This is an optimization exercise on Yosys and OpenROAD, whose aim is small area and a short achievable clock period, not a production implementation. At most, simulation tests tie the RTL to the original design; equivalence was not proved. No activity file was given, so power comes from the tool's default toggle rates.

Setup of beta:
Design RISC_TOY_SYS, start of the top module:
module RISC_TOY_SYS (
    input  wire          CLK,
    input  wire          RSTN,
    output wire          IREQ,
    output wire [29:0]   IADDR,
    input  wire [31:0]   INSTR,
    output wire          DREQ,
    output wire [1:0]    DRW,
    output wire [29:0]   DADDR,
    output wire [31:0]   DWDATA,
    input  wire [31:0]   DRDATA,
    output wire [31:0]   CONSIG,
    input  wire [31:0]   IPIN,
    output wire [31:0]   IPOUT
);
Size: about 1,800 flip-flops.
==> flow/config.mk <==
export PLATFORM = sky130hd
export DESIGN_NAME = RISC_TOY_SYS
export DESIGN_NICKNAME = RISC_TOY_SYS
export VERILOG_FILES = /design/flow/design.v
export SDC_FILE = /design/flow/constraint.sdc
export NUM_CORES = 8
export LEC_CHECK = 0
export CAP_MARGIN = 30
export CORE_MARGIN = 2
export CORE_UTILIZATION = 55
export CTS_BUF_LIST = sky130_fd_sc_hd__clkbuf_4 sky130_fd_sc_hd__clkbuf_8
export SETUP_SLACK_MARGIN = 0.2
export SLEW_MARGIN = 30
==> flow/constraint.sdc <==
create_clock -name core_clock -period 14.0 [get_ports {CLK}]
set_input_delay 2.8000 -clock core_clock [delete_from_list [all_inputs] [get_ports {CLK}]]
set_output_delay 2.8000 -clock core_clock [all_outputs]
set_load 0.01 [all_outputs]
standard.sh (not shown) runs the stock make flow with config.mk's settings and CLKGATE_MAP_FILE= SYNTH_SCRIPT=/design/flow/synth_recipe.tcl, a recipe that flattens the netlist after the stock synthesis.
==> flow/flow/run.sh <==
#!/bin/bash
# Own flow for RISC_TOY_SYS. Runs in the standard flow's work folder (design.v,
# config.mk, standard.sh, synth_recipe.tcl, flow/, out/).
#  1. design_gl.v: design.v with the register file's read selector (RFREAD)
#     replaced by a gate-level one (a222oi AND-OR tree, flow/gen_rfread.py);
#     it has no registers, so the registers are the standard synthesis's.
#  2. Synthesis is synth_recipe.tcl with the ABC pass called through a Tcl
#     proc (same script and arguments).
#  3. the standard layout (standard.sh) with small port buffers
#     (buf_2) instead of buffer_ports' default delay cells, and repair_timing
#     aimed below the clock period (the SDC is unchanged).
# Each tool's output goes to a log file of its own here.
set -euo pipefail
W=$(pwd)
python3 flow/gen_rfread.py "$W/rfread_gl.v" > gen_rfread.log 2>&1
python3 - "$W/design.v" "$W/rfread_gl.v" "$W/design_gl.v" > design_gl.log 2>&1 <<'PY'
import re, sys
src = open(sys.argv[1]).read()
gl = open(sys.argv[2]).read()
pat = re.compile(r"\bmodule\s+RFREAD\b.*?\bendmodule\b", re.S)
assert len(pat.findall(src)) == 1, "RFREAD not found exactly once"
open(sys.argv[3], "w").write(pat.sub("", src) + "\n" + gl)
print("design_gl.v written")
PY
{
  echo 'proc synth {args} { yosys synth -nofsm -noshare {*}$args }'
  echo 'proc abc {args} { yosys abc {*}$args }'
  tail -n +2 synth_recipe.tcl
} > my_synth.tcl
bash standard.sh \
  "VERILOG_FILES=$W/design_gl.v" \
  "SYNTH_SCRIPT=$W/my_synth.tcl" \
  "BUFFER_PORTS_ARGS=-buffer_cell sky130_fd_sc_hd__buf_2" \
  "SETUP_SLACK_MARGIN=8.2" \
  finish > standard_flow.log 2>&1
Other scripts of this flow, unchanged in this note and not shown: flow/flow/gen_rfread.py
### beta -> delta
Settings: a deleted CTS_BUF_LIST that had been sky130_fd_sc_hd__clkbuf_4 sky130_fd_sc_hd__clkbuf_8; a change of CORE_UTILIZATION from 55 to 40.
--- outcome ---
delta completed every stage of the flow, and the final layout passed the timing, design-rule and antenna checks.
beta went all the way through synthesis, placement and routing and the layout is clean on timing, DRC and antenna.
Post-placement cell count ended up 851 higher on delta than on beta.
Of delta and beta, it is delta that has the higher power in the clock group.
Portion of the layout cell area used by clock cells delta (delta -> beta): insignificant
Wire length of the first global-routing pass delta (delta − beta): unfavourable
Between delta and beta, the clock network power share is lower for beta.
No functional check of the RTL was part of any run of this note.

========
Setup of fjord:
Another version of the RTL of RISC_TOY_SYS (not shown whole).
Size: roughly 1,800 flip-flops, ~91,000 sq um of cells after synthesis.
==> flow/config.mk <==
export PLATFORM = sky130hd
export DESIGN_NAME = RISC_TOY_SYS
export DESIGN_NICKNAME = RISC_TOY_SYS
export VERILOG_FILES = /design/flow/design.v
export SDC_FILE = /design/flow/constraint.sdc
export NUM_CORES = 8
export LEC_CHECK = 0
export CAP_MARGIN = 20
export CORE_MARGIN = 2
export CORE_UTILIZATION = 55
export CTS_BUF_LIST = sky130_fd_sc_hd__clkbuf_8
export CTS_CLUSTER_DIAMETER = 80
export CTS_CLUSTER_SIZE = 14
export SETUP_SLACK_MARGIN = 0.2
export SLEW_MARGIN = 20
==> flow/constraint.sdc <==
create_clock -name core_clock -period 14.0 [get_ports {CLK}]
set_input_delay 2.8000 -clock core_clock [delete_from_list [all_inputs] [get_ports {CLK}]]
set_output_delay 2.8000 -clock core_clock [all_outputs]
set_load 0.01 [all_outputs]
==> flow/flow/run.sh <==
#!/bin/bash
# Own flow for RISC_TOY_SYS. Runs in the standard flow's work folder (design.v,
# config.mk, standard.sh, synth_recipe.tcl, flow/, out/).
#  1. design_gl.v: design.v with two combinational modules replaced by
#     gate-level ones (flow/gen_gl.py): the register file's read selector
#     (RFREAD, an a222oi AND-OR tree) and the EX operand selector's last
#     gate (OPMUX, a21o). They have no registers, so the registers are the
#     standard synthesis's.
#  2. Synthesis is synth_recipe.tcl with the ABC pass called through a Tcl
#     proc (same arguments; the script is flow/abc.script if present).
#  3. the standard layout (standard.sh) with small port buffers
#     (buf_1) instead of buffer_ports' default delay cells, and repair_timing
#     aimed below the clock period (the SDC is unchanged); clock tree
#     synthesis without dummy loads; RSTN and IREQ pins side by side
#     (flow/io.tcl).
# Each tool's output goes to a log file of its own here.
set -euo pipefail
W=$(pwd)
python3 flow/gen_gl.py "$W/rfread_gl.v" > gen_gl.log 2>&1
python3 - "$W/design.v" "$W/rfread_gl.v" "$W/design_gl.v" > design_gl.log 2>&1 <<'PY'
import re, sys
src = open(sys.argv[1]).read()
gl = open(sys.argv[2]).read()
for m in ("RFREAD", "OPMUX"):
    pat = re.compile(r"\bmodule\s+" + m + r"\b.*?\bendmodule\b", re.S)
    assert len(pat.findall(src)) == 1, m + " not found exactly once"
    src = pat.sub("", src)
open(sys.argv[3], "w").write(src + "\n" + gl)
print("design_gl.v written")
PY
# ABC: ORFS's script, or flow/abc.script when there is one
if [[ -f flow/abc.script ]]; then
  ABCP="set i [lsearch \$args -script]; if {\$i >= 0} { lset args [expr {\$i+1}] $W/flow/abc.script }; "
else
  ABCP=""
fi
{
  echo 'proc synth {args} { yosys synth -nofsm -noshare {*}$args }'
  echo "proc abc {args} { ${ABCP}yosys abc {*}\$args }"
  tail -n +2 synth_recipe.tcl
} > my_synth.tcl
bash standard.sh \
  "VERILOG_FILES=$W/design_gl.v" \
  "SYNTH_SCRIPT=$W/my_synth.tcl" \
  "BUFFER_PORTS_ARGS=-buffer_cell sky130_fd_sc_hd__buf_1" \
  "SETUP_SLACK_MARGIN=8.4" \
  "IO_CONSTRAINTS=$W/flow/io.tcl" \
  "CTS_ARGS=-sink_clustering_enable -repair_clock_nets -sink_clustering_size 14 -sink_clustering_max_diameter 80 -buf_list sky130_fd_sc_hd__clkbuf_8 -dont_use_dummy_load" \
  finish > standard_flow.log 2>&1
Other scripts of this flow, unchanged in this note and not shown: flow/flow/gen_gl.py, flow/flow/io.tcl
diff inputs: fjord => nickel
Settings: swapping 80 for 60 in CTS_CLUSTER_DIAMETER; swapping 14 for 18 in CTS_CLUSTER_SIZE.
--- a/flow/flow/run.sh
+++ b/flow/flow/run.sh
@@ -12 +12 @@
-#     (buf_1) instead of buffer_ports' default delay cells, and repair_timing
+#     (buf_2) instead of buffer_ports' default delay cells, and repair_timing
@@ -45 +45 @@
-  "BUFFER_PORTS_ARGS=-buffer_cell sky130_fd_sc_hd__buf_1" \
+  "BUFFER_PORTS_ARGS=-buffer_cell sky130_fd_sc_hd__buf_2" \
@@ -48 +48 @@
-  "CTS_ARGS=-sink_clustering_enable -repair_clock_nets -sink_clustering_size 14 -sink_clustering_max_diameter 80 -buf_list sky130_fd_sc_hd__clkbuf_8 -dont_use_dummy_load" \
+  "CTS_ARGS=-sink_clustering_enable -repair_clock_nets -sink_clustering_size 18 -sink_clustering_max_diameter 60 -buf_list sky130_fd_sc_hd__clkbuf_8 -dont_use_dummy_load" \
Notes after the runs:
[compare] base=fjord new=nickel: fraction of area in multi-input gates roughly the same; share of total power in combinational logic rose 0.4 points; routing usage on met2 decreased 1.7 points. For fjord, the critical-path cell with the highest stage delay was clkbuf_16, unlike nickel, where it was nor2_2. Any difference in ratio of final minimum period to clock period between fjord and nickel is small enough to ignore. Re post-CTS repair timing setup buffer count: nickel and fjord aren't equal, and the higher value belongs to fjord.
Edits applied to the flow inputs when going from nickel to lagoon:
Settings: CTS_CLUSTER_DIAMETER: 60 -> 80; CTS_CLUSTER_SIZE: 18 -> 14.
--- a/flow/flow/run.sh
+++ b/flow/flow/run.sh
@@ -48 +48 @@
-  "CTS_ARGS=-sink_clustering_enable -repair_clock_nets -sink_clustering_size 18 -sink_clustering_max_diameter 60 -buf_list sky130_fd_sc_hd__clkbuf_8 -dont_use_dummy_load" \
+  "CTS_ARGS=-sink_clustering_enable -repair_clock_nets -sink_clustering_size 14 -sink_clustering_max_diameter 80 -buf_list sky130_fd_sc_hd__clkbuf_8 -dont_use_dummy_load" \
## What came out
Changes observed in lagoon relative to nickel: routed wire length essentially unchanged, clock network fraction of total power higher, register fraction of the total cell area held steady. Reported for lagoon and nickel, inverter count of the layout excluding clock inverters turned out identical to the last digit. met2 usage in global routing up 0.40 points in lagoon wrt nickel. In terms of final cell count, nickel and lagoon differ only marginally. ~same combinational share of power in lagoon and nickel. ~same net switching share of the total power in lagoon and nickel. Utilization across lagoon and nickel: no real change. Taking nickel as the reference, in lagoon insertion delay to the later sink of the worst-skew pair roughly the same, smallest setup slack after layout grew by 0.040 ns.

-- separate check: timing with driven ports --
The results above use ideal ports. As a check the final layouts listed here were re-extracted and re-timed, cells and wires unchanged.
Step 1, drivers: a clkbuf_16 drives CLK and a buf_2 each remaining input, both assumed.
Step 2, shift: input delay + t, output delay - t, t = (earliest + latest rising clock arrival at the registers) / 2. This alone moves slack from input paths to output paths.
Slacks: ideal ports / drivers / drivers and shift; pairs: ideal ports / drivers.
| run | shift t [ns] | setup WS [ns] | clock arrival spread, ns | slew at the worst register clock pin (ns) | pins driven straight from the clock port |
|---|---|---|---|---|---|
| beta | 1.164 | 7.841 / 7.749 / 6.584 | 0.091 / 0.091 | 0.07 / 0.07 | 1 |
| delta | 0.954 | 7.670 / 7.685 / 6.731 | 0.142 / 0.141 | 0.07 / 0.07 | 1 |
| fjord | 1.015 | 8.171 / 8.063 / 7.335 | 0.124 / 0.124 | 0.11 / 0.11 | 1 |
| nickel | 1.021 | 8.151 / 7.931 / 7.118 | 0.122 / 0.122 | 0.12 / 0.12 | 1 |
| lagoon | 1.021 | 8.191 / 7.933 / 7.292 | 0.097 / 0.098 | 0.11 / 0.11 | 1 |
After both steps setup and hold are still met in every run listed. The setup slack of beta, which loses most, moves by -0.092 ns with the drivers and by -1.257 ns with both steps.
